Background: an optimization exercise with open tools, aiming at small area, a short achievable clock period and few clock cycles. Do not read the settings as production practice. The RTL was checked by simulation tests, not by an equivalence proof against the original design. Power and IR drop assume default switching activity.

<file path="design/flow/config.mk">
export PLATFORM = sky130hd
export DESIGN_NAME = viterbi_decoder
export DESIGN_NICKNAME = viterbi_decoder
export VERILOG_FILES = /design/flow/design.v
export SDC_FILE = /design/flow/constraint.sdc
export NUM_CORES = 4
export LEC_CHECK = 0
export CAP_MARGIN = 20
export CORE_MARGIN = 2
export CORE_UTILIZATION = 40
export SLEW_MARGIN = 20
</file>
<file path="design/flow/constraint.sdc">
create_clock -name core_clock -period 5.0 [get_ports {sys_clk}]
set_input_delay 1.0000 -clock core_clock [delete_from_list [all_inputs] [get_ports {sys_clk}]]
set_output_delay 1.0000 -clock core_clock [all_outputs]
set_load 0.01 [all_outputs]
</file>
<file path="design/flow/design.v">
`timescale 1ns / 1ps
module viterbi_decoder(sys_clk,rst,en,i_data,o_data,o_done);
input sys_clk,rst,en;
input [15:0] i_data;
output [7:0] o_data;
output o_done;
reg done;
reg [5:0] q;
reg [15:0] fw;    
reg [15:0] bw;    
always @(*)
    case (i_data[15:8])
    8'd0: fw = 16'h88a8;
    8'd1: fw = 16'h8404;
    8'd2: fw = 16'h4840;
    8'd3: fw = 16'h888a;
    8'd4: fw = 16'h3044;
    8'd5: fw = 16'h0411;
    8'd6: fw = 16'h4011;
    8'd7: fw = 16'h0344;
    8'd8: fw = 16'h1044;
    8'd9: fw = 16'h0c11;
    8'd10: fw = 16'hc011;
    8'd11: fw = 16'h0144;
    8'd12: fw = 16'h1210;
    8'd13: fw = 16'h222a;
    8'd14: fw = 16'h22a2;
    8'd15: fw = 16'h2101;
    8'd16: fw = 16'hb844;
    8'd17: fw = 16'h8c11;
    8'd18: fw = 16'hc811;
    8'd19: fw = 16'h8b44;
    8'd20: fw = 16'h748a;
    8'd21: fw = 16'h3740;
    8'd22: fw = 16'h7304;
    8'd23: fw = 16'h47a8;
    8'd24: fw = 16'hdc01;
    8'd25: fw = 16'h1da2;
    8'd26: fw = 16'hd12a;
    8'd27: fw = 16'hcd10;
    8'd28: fw = 16'h3244;
    8'd29: fw = 16'h2e11;
    8'd30: fw = 16'he211;
    8'd31: fw = 16'h2344;
    8'd32: fw = 16'h9810;
    8'd33: fw = 16'h882a;
    8'd34: fw = 16'h88a2;
    8'd35: fw = 16'h8901;
    8'd36: fw = 16'hba44;
    8'd37: fw = 16'ha611;
    8'd38: fw = 16'h6a11;
    8'd39: fw = 16'hab44;
    8'd40: fw = 16'h9a44;
    8'd41: fw = 16'hae11;
    8'd42: fw = 16'hea11;
    8'd43: fw = 16'ha944;
    8'd44: fw = 16'h22a8;
    8'd45: fw = 16'h2604;
    8'd46: fw = 16'h6240;
    8'd47: fw = 16'h228a;
    8'd48: fw = 16'h9844;
    8'd49: fw = 16'h8411;
    8'd50: fw = 16'h4811;
    8'd51: fw = 16'h8944;
    8'd52: fw = 16'h7401;
    8'd53: fw = 16'h37a2;
    8'd54: fw = 16'h732a;
    8'd55: fw = 16'h4710;
    8'd56: fw = 16'hdc8a;
    8'd57: fw = 16'h1d40;
    8'd58: fw = 16'hd104;
    8'd59: fw = 16'hcda8;
    8'd60: fw = 16'h1244;
    8'd61: fw = 16'h2611;
    8'd62: fw = 16'h6211;
    8'd63: fw = 16'h2144;
    8'd64: fw = 16'h9844;
    8'd65: fw = 16'h8411;
    8'd66: fw = 16'h4811;
    8'd67: fw = 16'h8944;
    8'd68: fw = 16'h7401;
    8'd69: fw = 16'h37a2;
    8'd70: fw = 16'h732a;
    8'd71: fw = 16'h4710;
    8'd72: fw = 16'hdc8a;
    8'd73: fw = 16'h1d40;
    8'd74: fw = 16'hd104;
    8'd75: fw = 16'hcda8;
    8'd76: fw = 16'h1244;
    8'd77: fw = 16'h2611;
    8'd78: fw = 16'h6211;
    8'd79: fw = 16'h2144;
    8'd80: fw = 16'h9810;
    8'd81: fw = 16'h882a;
    8'd82: fw = 16'h88a2;
    8'd83: fw = 16'h8901;
    8'd84: fw = 16'hba44;
    8'd85: fw = 16'ha611;
    8'd86: fw = 16'h6a11;
    8'd87: fw = 16'hab44;
    8'd88: fw = 16'h9a44;
    8'd89: fw = 16'hae11;
    8'd90: fw = 16'hea11;
    8'd91: fw = 16'ha944;
    8'd92: fw = 16'h22a8;
    8'd93: fw = 16'h2604;
    8'd94: fw = 16'h6240;
    8'd95: fw = 16'h228a;
    8'd96: fw = 16'hb844;
    8'd97: fw = 16'h8c11;
    8'd98: fw = 16'hc811;
    8'd99: fw = 16'h8b44;
    8'd100: fw = 16'h748a;
    8'd101: fw = 16'h3740;
    8'd102: fw = 16'h7304;
    8'd103: fw = 16'h47a8;
    8'd104: fw = 16'hdc01;
    8'd105: fw = 16'h1da2;
    8'd106: fw = 16'hd12a;
    8'd107: fw = 16'hcd10;
    8'd108: fw = 16'h3244;
    8'd109: fw = 16'h2e11;
    8'd110: fw = 16'he211;
    8'd111: fw = 16'h2344;
    8'd112: fw = 16'h88a8;
    8'd113: fw = 16'h8404;
    8'd114: fw = 16'h4840;
    8'd115: fw = 16'h888a;
    8'd116: fw = 16'h3044;
    8'd117: fw = 16'h0411;
    8'd118: fw = 16'h4011;
    8'd119: fw = 16'h0344;
    8'd120: fw = 16'h1044;
    8'd121: fw = 16'h0c11;
    8'd122: fw = 16'hc011;
    8'd123: fw = 16'h0144;
    8'd124: fw = 16'h1210;
    8'd125: fw = 16'h222a;
    8'd126: fw = 16'h22a2;
    8'd127: fw = 16'h2101;
    8'd128: fw = 16'h9844;
    8'd129: fw = 16'h8411;
    8'd130: fw = 16'h4811;
    8'd131: fw = 16'h8944;
    8'd132: fw = 16'h7401;
    8'd133: fw = 16'h37a2;
    8'd134: fw = 16'h732a;
    8'd135: fw = 16'h4710;
    8'd136: fw = 16'hdc8a;
    8'd137: fw = 16'h1d40;
    8'd138: fw = 16'hd104;
    8'd139: fw = 16'hcda8;
    8'd140: fw = 16'h1244;
    8'd141: fw = 16'h2611;
    8'd142: fw = 16'h6211;
    8'd143: fw = 16'h2144;
    8'd144: fw = 16'h9810;
    8'd145: fw = 16'h882a;
    8'd146: fw = 16'h88a2;
    8'd147: fw = 16'h8901;
    8'd148: fw = 16'hba44;
    8'd149: fw = 16'ha611;
    8'd150: fw = 16'h6a11;
    8'd151: fw = 16'hab44;
    8'd152: fw = 16'h9a44;
    8'd153: fw = 16'hae11;
    8'd154: fw = 16'hea11;
    8'd155: fw = 16'ha944;
    8'd156: fw = 16'h22a8;
    8'd157: fw = 16'h2604;
    8'd158: fw = 16'h6240;
    8'd159: fw = 16'h228a;
    8'd160: fw = 16'hb844;
    8'd161: fw = 16'h8c11;
    8'd162: fw = 16'hc811;
    8'd163: fw = 16'h8b44;
    8'd164: fw = 16'h748a;
    8'd165: fw = 16'h3740;
    8'd166: fw = 16'h7304;
    8'd167: fw = 16'h47a8;
    8'd168: fw = 16'hdc01;
    8'd169: fw = 16'h1da2;
    8'd170: fw = 16'hd12a;
    8'd171: fw = 16'hcd10;
    8'd172: fw = 16'h3244;
    8'd173: fw = 16'h2e11;
    8'd174: fw = 16'he211;
    8'd175: fw = 16'h2344;
    8'd176: fw = 16'h88a8;
    8'd177: fw = 16'h8404;
    8'd178: fw = 16'h4840;
    8'd179: fw = 16'h888a;
    8'd180: fw = 16'h3044;
    8'd181: fw = 16'h0411;
    8'd182: fw = 16'h4011;
    8'd183: fw = 16'h0344;
    8'd184: fw = 16'h1044;
    8'd185: fw = 16'h0c11;
    8'd186: fw = 16'hc011;
    8'd187: fw = 16'h0144;
    8'd188: fw = 16'h1210;
    8'd189: fw = 16'h222a;
    8'd190: fw = 16'h22a2;
    8'd191: fw = 16'h2101;
    8'd192: fw = 16'h88a8;
    8'd193: fw = 16'h8404;
    8'd194: fw = 16'h4840;
    8'd195: fw = 16'h888a;
    8'd196: fw = 16'h3044;
    8'd197: fw = 16'h0411;
    8'd198: fw = 16'h4011;
    8'd199: fw = 16'h0344;
    8'd200: fw = 16'h1044;
    8'd201: fw = 16'h0c11;
    8'd202: fw = 16'hc011;
    8'd203: fw = 16'h0144;
    8'd204: fw = 16'h1210;
    8'd205: fw = 16'h222a;
    8'd206: fw = 16'h22a2;
    8'd207: fw = 16'h2101;
    8'd208: fw = 16'hb844;
    8'd209: fw = 16'h8c11;
    8'd210: fw = 16'hc811;
    8'd211: fw = 16'h8b44;
    8'd212: fw = 16'h748a;
    8'd213: fw = 16'h3740;
    8'd214: fw = 16'h7304;
    8'd215: fw = 16'h47a8;
    8'd216: fw = 16'hdc01;
    8'd217: fw = 16'h1da2;
    8'd218: fw = 16'hd12a;
    8'd219: fw = 16'hcd10;
    8'd220: fw = 16'h3244;
    8'd221: fw = 16'h2e11;
    8'd222: fw = 16'he211;
    8'd223: fw = 16'h2344;
    8'd224: fw = 16'h9810;
    8'd225: fw = 16'h882a;
    8'd226: fw = 16'h88a2;
    8'd227: fw = 16'h8901;
    8'd228: fw = 16'hba44;
    8'd229: fw = 16'ha611;
    8'd230: fw = 16'h6a11;
    8'd231: fw = 16'hab44;
    8'd232: fw = 16'h9a44;
    8'd233: fw = 16'hae11;
    8'd234: fw = 16'hea11;
    8'd235: fw = 16'ha944;
    8'd236: fw = 16'h22a8;
    8'd237: fw = 16'h2604;
    8'd238: fw = 16'h6240;
    8'd239: fw = 16'h228a;
    8'd240: fw = 16'h9844;
    8'd241: fw = 16'h8411;
    8'd242: fw = 16'h4811;
    8'd243: fw = 16'h8944;
    8'd244: fw = 16'h7401;
    8'd245: fw = 16'h37a2;
    8'd246: fw = 16'h732a;
    8'd247: fw = 16'h4710;
    8'd248: fw = 16'hdc8a;
    8'd249: fw = 16'h1d40;
    8'd250: fw = 16'hd104;
    8'd251: fw = 16'hcda8;
    8'd252: fw = 16'h1244;
    8'd253: fw = 16'h2611;
    8'd254: fw = 16'h6211;
    8'd255: fw = 16'h2144;
    default: fw = 16'h0000;
    endcase
always @(*)
    case (i_data[7:0])
    8'd0: bw = 16'h00f8;
    8'd1: bw = 16'ha0a8;
    8'd2: bw = 16'ha0a8;
    8'd3: bw = 16'hac00;
    8'd4: bw = 16'h54a4;
    8'd5: bw = 16'hfc50;
    8'd6: bw = 16'hfc50;
    8'd7: bw = 16'hfc52;
    8'd8: bw = 16'h54a4;
    8'd9: bw = 16'ha404;
    8'd10: bw = 16'ha404;
    8'd11: bw = 16'hae09;
    8'd12: bw = 16'h5451;
    8'd13: bw = 16'h5451;
    8'd14: bw = 16'h5451;
    8'd15: bw = 16'hae01;
    8'd16: bw = 16'h0058;
    8'd17: bw = 16'h0c50;
    8'd18: bw = 16'h0c50;
    8'd19: bw = 16'haea1;
    8'd20: bw = 16'h5c00;
    8'd21: bw = 16'h5ca2;
    8'd22: bw = 16'h5ca2;
    8'd23: bw = 16'hfff2;
    8'd24: bw = 16'h5404;
    8'd25: bw = 16'h5e54;
    8'd26: bw = 16'h5e54;
    8'd27: bw = 16'hae54;
    8'd28: bw = 16'h5406;
    8'd29: bw = 16'h5e01;
    8'd30: bw = 16'h5e01;
    8'd31: bw = 16'h5ea1;
    8'd32: bw = 16'h0454;
    8'd33: bw = 16'h0454;
    8'd34: bw = 16'h0454;
    8'd35: bw = 16'hfe04;
    8'd36: bw = 16'h04a1;
    8'd37: bw = 16'hf401;
    8'd38: bw = 16'hf401;
    8'd39: bw = 16'hfe06;
    8'd40: bw = 16'h04a1;
    8'd41: bw = 16'ha650;
    8'd42: bw = 16'ha650;
    8'd43: bw = 16'ha658;
    8'd44: bw = 16'h55f2;
    8'd45: bw = 16'hf5a2;
    8'd46: bw = 16'hf5a2;
    8'd47: bw = 16'hf600;
    8'd48: bw = 16'h0409;
    8'd49: bw = 16'h0e04;
    8'd50: bw = 16'h0e04;
    8'd51: bw = 16'h0ea4;
    8'd52: bw = 16'h0401;
    8'd53: bw = 16'h0e51;
    8'd54: bw = 16'h0e51;
    8'd55: bw = 16'hfe51;
    8'd56: bw = 16'h0600;
    8'd57: bw = 16'h06a8;
    8'd58: bw = 16'h06a8;
    8'd59: bw = 16'haaf8;
    8'd60: bw = 16'h5552;
    8'd61: bw = 16'h5650;
    8'd62: bw = 16'h5650;
    8'd63: bw = 16'hfea4;
    8'd64: bw = 16'h1060;
    8'd65: bw = 16'hb010;
    8'd66: bw = 16'hb010;
    8'd67: bw = 16'hb01a;
    8'd68: bw = 16'h1040;
    8'd69: bw = 16'hb045;
    8'd70: bw = 16'hb045;
    8'd71: bw = 16'hbf45;
    8'd72: bw = 16'h9000;
    8'd73: bw = 16'h902a;
    8'd74: bw = 16'h902a;
    8'd75: bw = 16'haa2f;
    8'd76: bw = 16'h5585;
    8'd77: bw = 16'h9505;
    8'd78: bw = 16'h9505;
    8'd79: bw = 16'hbf1a;
    8'd80: bw = 16'h1015;
    8'd81: bw = 16'h1015;
    8'd82: bw = 16'h1015;
    8'd83: bw = 16'hbf10;
    8'd84: bw = 16'h104a;
    8'd85: bw = 16'h1f40;
    8'd86: bw = 16'h1f40;
    8'd87: bw = 16'hbf90;
    8'd88: bw = 16'h104a;
    8'd89: bw = 16'h9a05;
    8'd90: bw = 16'h9a05;
    8'd91: bw = 16'h9a25;
    8'd92: bw = 16'h558f;
    8'd93: bw = 16'h5f8a;
    8'd94: bw = 16'h5f8a;
    8'd95: bw = 16'h9f00;
    8'd96: bw = 16'h0025;
    8'd97: bw = 16'h3005;
    8'd98: bw = 16'h3005;
    8'd99: bw = 16'hba4a;
    8'd100: bw = 16'h3500;
    8'd101: bw = 16'h358a;
    8'd102: bw = 16'h358a;
    8'd103: bw = 16'hff8f;
    8'd104: bw = 16'h1510;
    8'd105: bw = 16'hb515;
    8'd106: bw = 16'hb515;
    8'd107: bw = 16'hba15;
    8'd108: bw = 16'h1590;
    8'd109: bw = 16'hb540;
    8'd110: bw = 16'hb540;
    8'd111: bw = 16'hb54a;
    8'd112: bw = 16'h002f;
    8'd113: bw = 16'h0a2a;
    8'd114: bw = 16'h0a2a;
    8'd115: bw = 16'h3a00;
    8'd116: bw = 16'h151a;
    8'd117: bw = 16'h3f05;
    8'd118: bw = 16'h3f05;
    8'd119: bw = 16'h3f85;
    8'd120: bw = 16'h151a;
    8'd121: bw = 16'h1a10;
    8'd122: bw = 16'h1a10;
    8'd123: bw = 16'hba60;
    8'd124: bw = 16'h1545;
    8'd125: bw = 16'h1545;
    8'd126: bw = 16'h1545;
    8'd127: bw = 16'hba40;
    8'd128: bw = 16'h4090;
    8'd129: bw = 16'he040;
    8'd130: bw = 16'he040;
    8'd131: bw = 16'he04a;
    8'd132: bw = 16'h4010;
    8'd133: bw = 16'he015;
    8'd134: bw = 16'he015;
    8'd135: bw = 16'hef15;
    8'd136: bw = 16'h6000;
    8'd137: bw = 16'h608a;
    8'd138: bw = 16'h608a;
    8'd139: bw = 16'haa8f;
    8'd140: bw = 16'h5525;
    8'd141: bw = 16'h6505;
    8'd142: bw = 16'h6505;
    8'd143: bw = 16'hef4a;
    8'd144: bw = 16'h4045;
    8'd145: bw = 16'h4045;
    8'd146: bw = 16'h4045;
    8'd147: bw = 16'hef40;
    8'd148: bw = 16'h401a;
    8'd149: bw = 16'h4f10;
    8'd150: bw = 16'h4f10;
    8'd151: bw = 16'hef60;
    8'd152: bw = 16'h401a;
    8'd153: bw = 16'h6a05;
    8'd154: bw = 16'h6a05;
    8'd155: bw = 16'h6a85;
    8'd156: bw = 16'h552f;
    8'd157: bw = 16'h5f2a;
    8'd158: bw = 16'h5f2a;
    8'd159: bw = 16'h6f00;
    8'd160: bw = 16'h0085;
    8'd161: bw = 16'hc005;
    8'd162: bw = 16'hc005;
    8'd163: bw = 16'hea1a;
    8'd164: bw = 16'hc500;
    8'd165: bw = 16'hc52a;
    8'd166: bw = 16'hc52a;
    8'd167: bw = 16'hff2f;
    8'd168: bw = 16'h4540;
    8'd169: bw = 16'he545;
    8'd170: bw = 16'he545;
    8'd171: bw = 16'hea45;
    8'd172: bw = 16'h4560;
    8'd173: bw = 16'he510;
    8'd174: bw = 16'he510;
    8'd175: bw = 16'he51a;
    8'd176: bw = 16'h008f;
    8'd177: bw = 16'h0a8a;
    8'd178: bw = 16'h0a8a;
    8'd179: bw = 16'hca00;
    8'd180: bw = 16'h454a;
    8'd181: bw = 16'hcf05;
    8'd182: bw = 16'hcf05;
    8'd183: bw = 16'hcf25;
    8'd184: bw = 16'h454a;
    8'd185: bw = 16'h4a40;
    8'd186: bw = 16'h4a40;
    8'd187: bw = 16'hea90;
    8'd188: bw = 16'h4515;
    8'd189: bw = 16'h4515;
    8'd190: bw = 16'h4515;
    8'd191: bw = 16'hea10;
    8'd192: bw = 16'h00f2;
    8'd193: bw = 16'ha0a2;
    8'd194: bw = 16'ha0a2;
    8'd195: bw = 16'ha300;
    8'd196: bw = 16'h51a1;
    8'd197: bw = 16'hf350;
    8'd198: bw = 16'hf350;
    8'd199: bw = 16'hf358;
    8'd200: bw = 16'h51a1;
    8'd201: bw = 16'ha101;
    8'd202: bw = 16'ha101;
    8'd203: bw = 16'hab06;
    8'd204: bw = 16'h5154;
    8'd205: bw = 16'h5154;
    8'd206: bw = 16'h5154;
    8'd207: bw = 16'hab04;
    8'd208: bw = 16'h0052;
    8'd209: bw = 16'h0350;
    8'd210: bw = 16'h0350;
    8'd211: bw = 16'haba4;
    8'd212: bw = 16'h5300;
    8'd213: bw = 16'h53a8;
    8'd214: bw = 16'h53a8;
    8'd215: bw = 16'hfff8;
    8'd216: bw = 16'h5101;
    8'd217: bw = 16'h5b51;
    8'd218: bw = 16'h5b51;
    8'd219: bw = 16'hab51;
    8'd220: bw = 16'h5109;
    8'd221: bw = 16'h5b04;
    8'd222: bw = 16'h5b04;
    8'd223: bw = 16'h5ba4;
    8'd224: bw = 16'h0151;
    8'd225: bw = 16'h0151;
    8'd226: bw = 16'h0151;
    8'd227: bw = 16'hfb01;
    8'd228: bw = 16'h01a4;
    8'd229: bw = 16'hf104;
    8'd230: bw = 16'hf104;
    8'd231: bw = 16'hfb09;
    8'd232: bw = 16'h01a4;
    8'd233: bw = 16'ha950;
    8'd234: bw = 16'ha950;
    8'd235: bw = 16'ha952;
    8'd236: bw = 16'h55f8;
    8'd237: bw = 16'hf5a8;
    8'd238: bw = 16'hf5a8;
    8'd239: bw = 16'hf900;
    8'd240: bw = 16'h0106;
    8'd241: bw = 16'h0b01;
    8'd242: bw = 16'h0b01;
    8'd243: bw = 16'h0ba1;
    8'd244: bw = 16'h0104;
    8'd245: bw = 16'h0b54;
    8'd246: bw = 16'h0b54;
    8'd247: bw = 16'hfb54;
    8'd248: bw = 16'h0900;
    8'd249: bw = 16'h09a2;
    8'd250: bw = 16'h09a2;
    8'd251: bw = 16'haaf2;
    8'd252: bw = 16'h5558;
    8'd253: bw = 16'h5950;
    8'd254: bw = 16'h5950;
    8'd255: bw = 16'hfba1;
    default: bw = 16'h0000;
    endcase
wire [4:0] k0 = {({1'b0,fw[1:0]} + {1'b0,bw[1:0]}), bw[9:8]};
wire [4:0] k1 = {({1'b0,fw[3:2]} + {1'b0,bw[3:2]}), bw[11:10]};
wire [4:0] k2 = {({1'b0,fw[5:4]} + {1'b0,bw[5:4]}), bw[13:12]};
wire [4:0] k3 = {({1'b0,fw[7:6]} + {1'b0,bw[7:6]}), bw[15:14]};
wire c01 = k1 < k0;
wire c23 = k3 < k2;
wire [4:0] ka = c01 ? k1 : k0;
wire [4:0] kb = c23 ? k3 : k2;
wire cab = kb < ka;
wire [1:0] s = cab ? {1'b1, c23} : {1'b0, c01};
reg [1:0] u12, u65;
always @(*) begin
    case (s)
    2'd0: begin u12 = fw[9:8];   u65 = bw[9:8];   end
    2'd1: begin u12 = fw[11:10]; u65 = bw[11:10]; end
    2'd2: begin u12 = fw[13:12]; u65 = bw[13:12]; end
    default: begin u12 = fw[15:14]; u65 = bw[15:14]; end
    endcase
end
wire [5:0] dec = {u12, s[0], s[1], u65[0], u65[1]};
always @(posedge sys_clk or negedge rst)
    if (rst == 0) done <= 1'b0;
    else if (en) done <= 1'b1;
always @(posedge sys_clk)
    if (!done) q <= dec;
assign o_done = done;
assign o_data = {q, 2'b00};
endmodule
</file>
<file path="design/flow/run.sh">
#!/bin/bash
# synth_recipe.tcl (not shown) runs the flow's synth.tcl, then flattens the netlist and writes it again
# the make line also repeats each setting of config.mk as NAME=value (left out here)
make -C /OpenROAD-flow-scripts/flow DESIGN_CONFIG=/design/flow/config.mk WORK_HOME=/design/flow/orfs CLKGATE_MAP_FILE= SYNTH_SCRIPT=/design/flow/synth_recipe.tcl finish
</file>
==> results.ini <==
[status]
outcome=complete, but fails checks
check-failures=negative setup slack

[cells_and_area]
layout-drive-gt1-share_pct=39.65
fin_util_pct=62.62
multiInputGateArea_um2=4003
regArea_um2=205.2
nets=796
fin_area_um2=6092
syn_to_final_growth_pct=52.39
fillers=875
antenna-diode-count=0

[synth]
ys.warnings.count=1
syn-instance-count=617
synth_edf_count=6
synthFlopType=edfxtp_1
synthArstFlopShare_pct=14.29
yosysUniqueCellTypes=74
syn_area_um2=3998
synth-seq-cells=7
synth_seq_area_share_pct=5.133
syn_avg_cell_area_um2=6.479

[sta]
post-route-min-period_ps=5546
fmax_ghz=0.1803
relSlewSlack_pct=52.58
fin_tns_setup_ps=-2483
setup_ws_ps=-545.8
setup_viol=6
skew_ps=0.1898
report.final.slew_viol_count=0
period_share_pct=110.9
rsz0062_at_grt=true
worstMarginPinSlew_ps=704.9
hold_viol_final=0

[pwr]
total_power_mw=1.535
p_leak_nw=2.489
power.density_nw_per_um2=252.0
ir_worst_vdd_v=0.0001879

[global_routing]
grt_overflow_total=0
grt_pass1_vias=5224
grt_max_degree=28
antenna_found_initial=0
grt_pass1_wl_um=24760
grtUsageTotal_pct=26.81

[floorplanning]
die_w_um=104.0
start_util_pct=41.09
dieArea_um2=10810
fp.dieH_um=104.0
rows=36
core_area_um2=9729
ioPinCount=28

[worst_setup_path]
crit_family=compound AO/OA/AOI/OAI gates
reg2reg_from=done
crit_path_top_delay_cell=fa_1
worst_r2r_path_depth=1
worstPathArrival_ps=5510
crit_fanout=5
crit_type=in2reg
startpoint_type=input pin
cp_slowest_stage_delay_ps=490
cpMostUsedCell=a21oi_2
critPathCaptureType=flop
cp.required_ps=4970
rrSetupSlack_ps=4130
reg2reg_to=q[1]
crit_chain=buf_2 > buf_6 > or2_4 > mux2i_1 > a211oi_2 > a21oi_2 > nor2_2 > buf_4 > nor2_1 > a21oi_2 > fa_1 > ha_1 > and3_4 > a221oi_4 > nand2_4 > mux2i_4 > ha_4 > a21o_1 > a21o_1 > a21oi_2 > o41ai_4 > o21ai_4 > mux2_4
critPathBufInv=3

[placement]
dp_slack_ps=-1475
dpl_cell_area_um2=5338
io_buffers=25
detailed_place_hpwl_um=11150
finalWeightedCongestion=1.000

[drt]
routed_via_density=6.176
dr.first_iter.drc_count=596
drt_drc_violations_left=0
antenna_left=0
wirelength_um=15010
wl_per_cell_um=17.01
drtPass1Iterations=5
dr_total_vias=5447

[hold_path]
hold_end=done
min_path_type=reg2reg
min_delay_path_depth=1
hp-start=done

[clock_network]
cts.clk_slew.worst_paths_ps=40
ctsHoldBuffers=0
clk_latency_ps=220
cts_tree=built
htreeDepth=1
root_buffer=clkbuf_8
ctsLongestPathBuffers=2
cts_buffers=3
cts_sinks=7

[job]
maxCapViolations=0

[logic make-up (layout without fill, tap and decap cells)]
kind of cell,count (synthesis),after routing,share of synthesized area [%]
muxes,23,23,7.073
buffers and inverters,88,219,9.170
and+or+nand+nor,201,201,24.38
AOI/OAI and AO/OA,261,261,42.85
xor gates and xnor gates,6,6,1.315
DFF,7,7,5.133
other,1,2,0.09381
adders and majority gates,30,30,9.985
[layout by cell type, fill, tap and decap left out, types with 6 or more instances in the layout]
cell type        count
a211oi_1            18
a21o_1               8
a21oi_1             59
a21oi_2             12
a31oi_1              9
and2_1               6
buf_2                9
buf_4              156
buf_6                8
clkdlybuf4s50_1     12
edfxtp_1             6
ha_1                13
ha_4                 7
inv_1               15
mux2i_1             12
nand2_1             52
nand2b_1            13
nand3_1             17
nor2_1              40
nor2_2               6
nor3_1              15
o211ai_1            10
o21ai_0             47
o21ai_1             10
o221ai_1             6
[area by class of cell]
cell class	instances	share of cell area, %
Inverter	20	1.479
Tap cell	133	2.732
Clock buffer	4	0.7394
Timing Repair Buffer	195	25.98
Multi-Input combinational cell	523	65.70
Sequential cell	7	3.368
[timing repair]
action	CTS	global route
endpoints found under the setup margin	6	6
setup buffers	17	6
gates resized for setup	138	48
pin swaps	39	28
gates cloned	2	0
[per-layer routing]
layer | up-vias | routed length (um) | part of all wire (%) | track usage [%]
li1 | 2580 | - | - | -
met1 | 2554 | 6529 | 44 | 37.10
met2 | 270 | 6996 | 47 | 44.13
met3 | 43 | 1161 | 7.7 | 3.133
met4 | 0 | 319 | 2.1 | 7.143
met5 | - | 0 | 0 | 0
[per-stage QoR]
step                instances  hold slack, ps
finish                    882           492.5
CTS                       876           503.2
global route              882           525.3
floorplan                 618           532.4
detailed placement        853           485.6
global placement          853           483.4
[registers in the layout (all words and copies together) (netlist names)]
name  flops
done      1
q         6
[how the worst max path moves through the flow]
stage,startpoint,end,depth (start not counted)
6_report,i_data[2],q[0],23
5_1_grt,i_data[12],q[0],20
4_1_cts,i_data[8],q[0],24
3_5_place_dp,i_data[8],q[0],23
3_3_place_gp,i_data[5],q[5],21
2_1_floorplan,i_data[4],q[0],25
[Yosys cell counts, drive strengths merged (4+ instances only)]
cell / n / area, um2
or2: 5 / 31.28
ha: 23 / 287.8
nand4: 4 / 25.02
nand2b: 15 / 93.84
a31oi: 12 / 75.07
o22ai: 8 / 56.30
buf: 25 / 130.1
a221oi: 4 / 35.03
mux2i: 14 / 140.1
a21o: 8 / 60.06
nand3: 19 / 95.09
o311ai: 4 / 35.03
o221ai: 8 / 76.32
a221o: 4 / 40.04
and2: 9 / 56.30
edfxtp: 6 / 180.2
a32oi: 4 / 35.03
inv: 20 / 75.07
a2111oi: 4 / 35.03
nor3: 17 / 85.08
o211ai: 10 / 75.07
o21ai: 64 / 335.3
a21oi: 71 / 359.1
nor2: 49 / 186.4
mux2: 6 / 75.07
a21boi: 5 / 37.54
nand3b: 4 / 30.03
nand2: 57 / 216.5
a211oi: 20 / 150.1
o31ai: 8 / 60.06
nor2b: 7 / 43.79
o21a: 4 / 30.03
clkbuf: 43 / 161.4
fa: 4 / 80.08
[where the power goes]
part / internal (mW) / switching, mW / leakage, nW
combinational: 0.694 / 0.673 / 2.40
clock: 0.0549 / 0.0214 / 0.0228
sequential: 0.0918 / 0.0000000000000000359 / 0.0626
Testbench counts, summed over its fixed seeds: cycles 3,200.

-- what the ideal ports hide --
The flow's constraints put no driver on any port. The routed layout listed below was extracted and timed again, unchanged, in two steps. Step 1 (the two cells are an assumption about what drives the block):
set clk [get_ports {sys_clk}]
set_driving_cell -lib_cell sky130_fd_sc_hd__clkbuf_16 $clk
set_driving_cell -lib_cell sky130_fd_sc_hd__buf_2 [delete_from_list [all_inputs] $clk]
Step 2 adds t to the input delays and takes it off the output delays; t is the mean of the earliest and latest rising clock arrival at the registers after step 1. Input paths then give back, and output paths get back, about the clock's delay inside the block. Slacks: ideal ports / drivers / drivers and shift; pairs: ideal ports / drivers.
shift t [ns]: 0.241
setup WS [ns]: -0.546 / -0.564 / -0.805
worst hold slack (ns): 0.493 / 0.493 / 0.493
cell pins on the clock port's net: 1
The setup slack of this run moves by -0.018 ns with the drivers and by -0.259 ns with both steps.
